What follows belongs to an exercise in optimizing a design on an open flow for small area, a short achievable clock period and few clock cycles; a production flow would make more cautious choices. Function was checked by simulation only, so behaviour that the tests miss may differ from the original.

==> job 1062: inputs <==
// ardisik_konvolusyon_birimi
module ardisik_konvolusyon_birimi (
    input saat,
    input reset,
    input basla,
    input [127:0] matris,
    input [71:0] filtre1,
    input [71:0] filtre2,
    output reg [127:0] sonuc,
    output reg hazir
);
reg [1:0] asama;
reg [127:0] goruntu;
reg [71:0] filtre;
wire [127:0] kon_cikis;
konvolusyon_birimi kb (
    .matris(goruntu),
    .filtre(filtre),
    .sonuc(kon_cikis)
);
always @(posedge saat) begin
    filtre <= (asama == 2'd1) ? filtre2 : filtre1;
    goruntu <= (asama == 2'd0) ? matris : kon_cikis;
    if (asama == 2'd2)
        sonuc <= kon_cikis;
end
always @(posedge saat) begin
    if (reset) begin
        asama <= 2'd0;
        hazir <= 1'b0;
    end else begin
        case (asama)
            2'd0: if (basla) begin asama <= 2'd1; hazir <= 1'b0; end
            2'd1: asama <= 2'd2;
            default: begin asama <= 2'd0; hazir <= 1'b1; end
        endcase
    end
end
endmodule
export LEC_CHECK = 0
export CAP_MARGIN = 20
export CORE_MARGIN = 2
export CORE_UTILIZATION = 40
export PLACE_DENSITY = 0.6
export SLEW_MARGIN = 20
create_clock -name core_clock -period 32.0 [get_ports {saat}]
standard.sh (not shown) runs the stock make flow with config.mk's settings and CLKGATE_MAP_FILE= SYNTH_SCRIPT=/design/flow/synth_recipe.tcl, a recipe that flattens the netlist after the stock synthesis.
==> flow/flow/run.sh <==
#!/bin/bash
# Own layout flow:
#  1. the standard synthesis, unchanged;
#  2. flow/polarity.py: picks each full adder's polarity so the partial products
#     are NAND gates and the inverters between adders go away (same registers,
#     same function; only fa/and/nand/inv/buf/xor cells between registers change);
#  3. the standard ORFS layout from floorplan to finish, with a larger setup
#     margin for repair_timing so it works toward the period the design can
#     reach rather than stopping at the 32 ns clock.
set -euo pipefail
MARGIN=$(cat flow/setup_margin)
R=orfs/results/${FLOW_PLATFORM}/ardisik_konvolusyon_birimi/base
bash standard.sh synth > synth.log 2>&1
cp $R/1_2_yosys.v yosys_standard.v
python3 flow/polarity.py yosys_standard.v $R/1_2_yosys.v > polarity.log 2>&1
rm -f $R/1_synth.odb
bash standard.sh synth > synth_odb.log 2>&1
for step in floorplan place cts route finish; do
  bash standard.sh SETUP_SLACK_MARGIN=$MARGIN $step > $step.log 2>&1
done
==> flow/flow/setup_margin <==
24.5
Other scripts of this flow, unchanged in this note and not shown: flow/flow/polarity.py
==> inputs of job 250, as changes to job 1062 <==
--- a/flow/flow/run.sh
+++ b/flow/flow/run.sh
@@ -6,5 +6,7 @@
 #     same function; only fa/and/nand/inv/buf/xor cells between registers change);
-#  3. the standard ORFS layout from floorplan to finish, with a larger setup
-#     margin for repair_timing so it works toward the period the design can
-#     reach rather than stopping at the 32 ns clock.
+#  3. the standard ORFS layout from floorplan to finish, with
+#     - a larger setup margin for repair_timing, so it works toward the period
+#       the design can reach rather than stopping at the 32 ns clock;
+#     - every port still buffered, but with buf_1 as the starting buffer
+#       (the resizer upsizes where timing needs it).
 set -euo pipefail
@@ -18,3 +20,4 @@
 for step in floorplan place cts route finish; do
-  bash standard.sh SETUP_SLACK_MARGIN=$MARGIN $step > $step.log 2>&1
+  bash standard.sh SETUP_SLACK_MARGIN=$MARGIN \
+    "BUFFER_PORTS_ARGS=-buffer_cell sky130_fd_sc_hd__buf_1" $step > $step.log 2>&1
 done
==> flow/flow/setup_margin (replaced) <==
24.35
==> inputs of job 8020, as changes to job 1062 <==
--- a/flow/flow/run.sh
+++ b/flow/flow/run.sh
@@ -6,5 +6,9 @@
 #     same function; only fa/and/nand/inv/buf/xor cells between registers change);
-#  3. the standard ORFS layout from floorplan to finish, with a larger setup
-#     margin for repair_timing so it works toward the period the design can
-#     reach rather than stopping at the 32 ns clock.
+#  3. the standard ORFS layout from floorplan to finish, with
+#     - a larger setup margin for repair_timing, so it works toward the period
+#       the design can reach rather than stopping at the 32 ns clock;
+#     - after global placement, flow/pull_outputs.tcl moves each output
+#       flip-flop next to its port's buffer (detailed placement legalizes it);
+#     - every port still buffered, but with buf_1 as the starting buffer
+#       (the resizer upsizes where timing needs it).
 set -euo pipefail
@@ -17,4 +21,11 @@
 bash standard.sh synth > synth_odb.log 2>&1
-for step in floorplan place cts route finish; do
-  bash standard.sh SETUP_SLACK_MARGIN=$MARGIN $step > $step.log 2>&1
+run() {
+  bash standard.sh SETUP_SLACK_MARGIN=$MARGIN \
+    "BUFFER_PORTS_ARGS=-buffer_cell sky130_fd_sc_hd__buf_1" "$@"
+}
+run floorplan > floorplan.log 2>&1
+run $PWD/$R/3_3_place_gp.odb > place_gp.log 2>&1
+ODB=$PWD/$R/3_3_place_gp.odb openroad -no_init -exit flow/pull_outputs.tcl > pull_outputs.log 2>&1
+for step in place cts route finish; do
+  run $step > $step.log 2>&1
 done
==> flow/flow/pull_outputs.tcl (new file) <==
# Move each flip-flop that drives only an output port's buffer next to that
# buffer (at the port), so the flip-flop's output wire is short. Detailed
# placement legalizes the moved cells afterwards.
read_db $::env(ODB)
set block [ord::get_db_block]
set moved 0
foreach bterm [$block getBTerms] {
  if {[$bterm getIoType] ne "OUTPUT"} { continue }
  set net [$bterm getNet]
  set buf ""
  foreach it [$net getITerms] {
    if {[$it isOutputSignal]} { set buf [$it getInst] }
  }
  if {$buf eq ""} { continue }
  set a [$buf findITerm A]
  if {$a eq "NULL" || $a eq ""} { continue }
  set bnet [$a getNet]
  set ff ""
  set nload 0
  foreach it [$bnet getITerms] {
    if {[$it isOutputSignal]} { set ff [$it getInst] } else { incr nload }
  }
  if {$ff eq "" || $nload != 1} { continue }
  set m [[$ff getMaster] getName]
  if {![string match "*dfxtp*" $m] && ![string match "*edfxtp*" $m]} { continue }
  set bb [$buf getBBox]
  set fb [$ff getBBox]
  set bx [expr {([$bb xMin] + [$bb xMax]) / 2}]
  set by [expr {([$bb yMin] + [$bb yMax]) / 2}]
  set fx [expr {([$fb xMin] + [$fb xMax]) / 2}]
  set fy [expr {([$fb yMin] + [$fb yMax]) / 2}]
  # put the flip-flop a short way from the buffer, toward where it was
  set dx [expr {$fx - $bx}]
  set dy [expr {$fy - $by}]
  set d [expr {sqrt(double($dx) * $dx + double($dy) * $dy)}]
  set step 8000
  if {$d > $step} {
    set nx [expr {int($bx + $dx * $step / $d) - ([$fb xMax] - [$fb xMin]) / 2}]
    set ny [expr {int($by + $dy * $step / $d) - ([$fb yMax] - [$fb yMin]) / 2}]
    $ff setLocation $nx $ny
    incr moved
  }
}
puts "moved $moved flip-flops next to their output buffers"
write_db $::env(ODB)
==> flow/flow/setup_margin (replaced) <==
24.35
- CORE_UTILIZATION: 40 -> 52
- PLACE_DENSITY: 0.6 -> 0.65
==> comparison table <==
quantity                                                                                            job 1062              job 250            job 8020
Slowest Stage Delay on Critical Path                                                                 0.47 ns              0.63 ns             0.60 ns
Initial standard-cell utilization of the core                                                          0.401                0.401               0.525
Crit path buffers/inverters                                                                                1                    1                   2
Length of the first detailed-routing pass in iterations                                                    7                    9                   8
Result of the run                                                                   timing/DRC/antenna clean  timing/DRC/antenna clean  timing/DRC/antenna clean
Clock transition at the register clock pins on the worst setup and hold paths after CTS              0.06 ns              0.07 ns             0.08 ns
Shortest period the worst path allows                                                                7.81 ns              7.98 ns             7.61 ns
Die X                                                                                                 451 um               451 um              396 um
Layout cell share with drive strength beyond 1                                                        0.0779               0.0678              0.0583
Critical path arrival                                                                                1.41 ns              1.58 ns             8.19 ns
Signal buf overhead                                                                                   0.0678               0.0436              0.0451
Area of all placed cells without fillers                                                         0.0914 mm^2          0.0890 mm^2         0.0881 mm^2
Worst clock skew on the final layout                                                               0.0778 ns            0.0581 ns           0.0557 ns
Critical path origin                                                                     sonuc[87]$_DFFE_PN_  sonuc[55]$_DFFE_PN_  filtre[26]$_DFF_P_
Maximum number of pins on one net before global-route repair                                              85                   97                  81
Post-Route Hold Slack                                                                               0.507 ns             0.491 ns            0.500 ns
Max Clock Freq                                                                                       128 MHz              125 MHz             131 MHz
R2r setup slk                                                                                       24.44 ns             24.41 ns            24.39 ns
Die ar.                                                                                           0.203 mm^2           0.203 mm^2          0.157 mm^2
Met1 usage                                                                                             0.451                0.450               0.552
Testbench counts of job 1062, summed over its fixed seeds: cycles 776.
Testbench counts of job 250, summed over its fixed seeds: cycles 776.
Testbench counts of job 8020, summed over its fixed seeds: cycles 776.

-- port drivers added, routing unchanged --
Ports are ideal in the flow. The routed layouts listed here were re-timed in OpenROAD.
Step 1, drivers: a clkbuf_16 drives saat and a buf_2 each remaining input, both assumed.
Step 2 moves the port delays by t, midway between the first and last clock arrival at a register: inputs arrive t later, outputs are due t later. That takes back most of the time a late clock gives input paths.
Three values: no drivers, after step 1, after step 2; two values: the first two.
run | t, ns | slack for setup (ns) | hold WS [ns] | worst setup path after step 2 | worst data-port slew with drivers (ns)
job 1062 | 0.815 | 24.193 / 24.109 / 24.073 | 0.507 / 0.507 / 0.507 | input to register | 0.07
job 250 | 0.832 | 24.015 / 23.908 / 24.406 | 0.491 / 0.491 / 0.491 | register to register | 0.07
job 8020 | 0.754 | 24.391 / 24.307 / 24.391 | 0.500 / 0.500 / 0.500 | register to register | 0.09
After both steps setup and hold are still met in every run listed. The setup slack of job 1062, which loses most, moves by -0.084 ns with the drivers and by -0.120 ns with both steps.
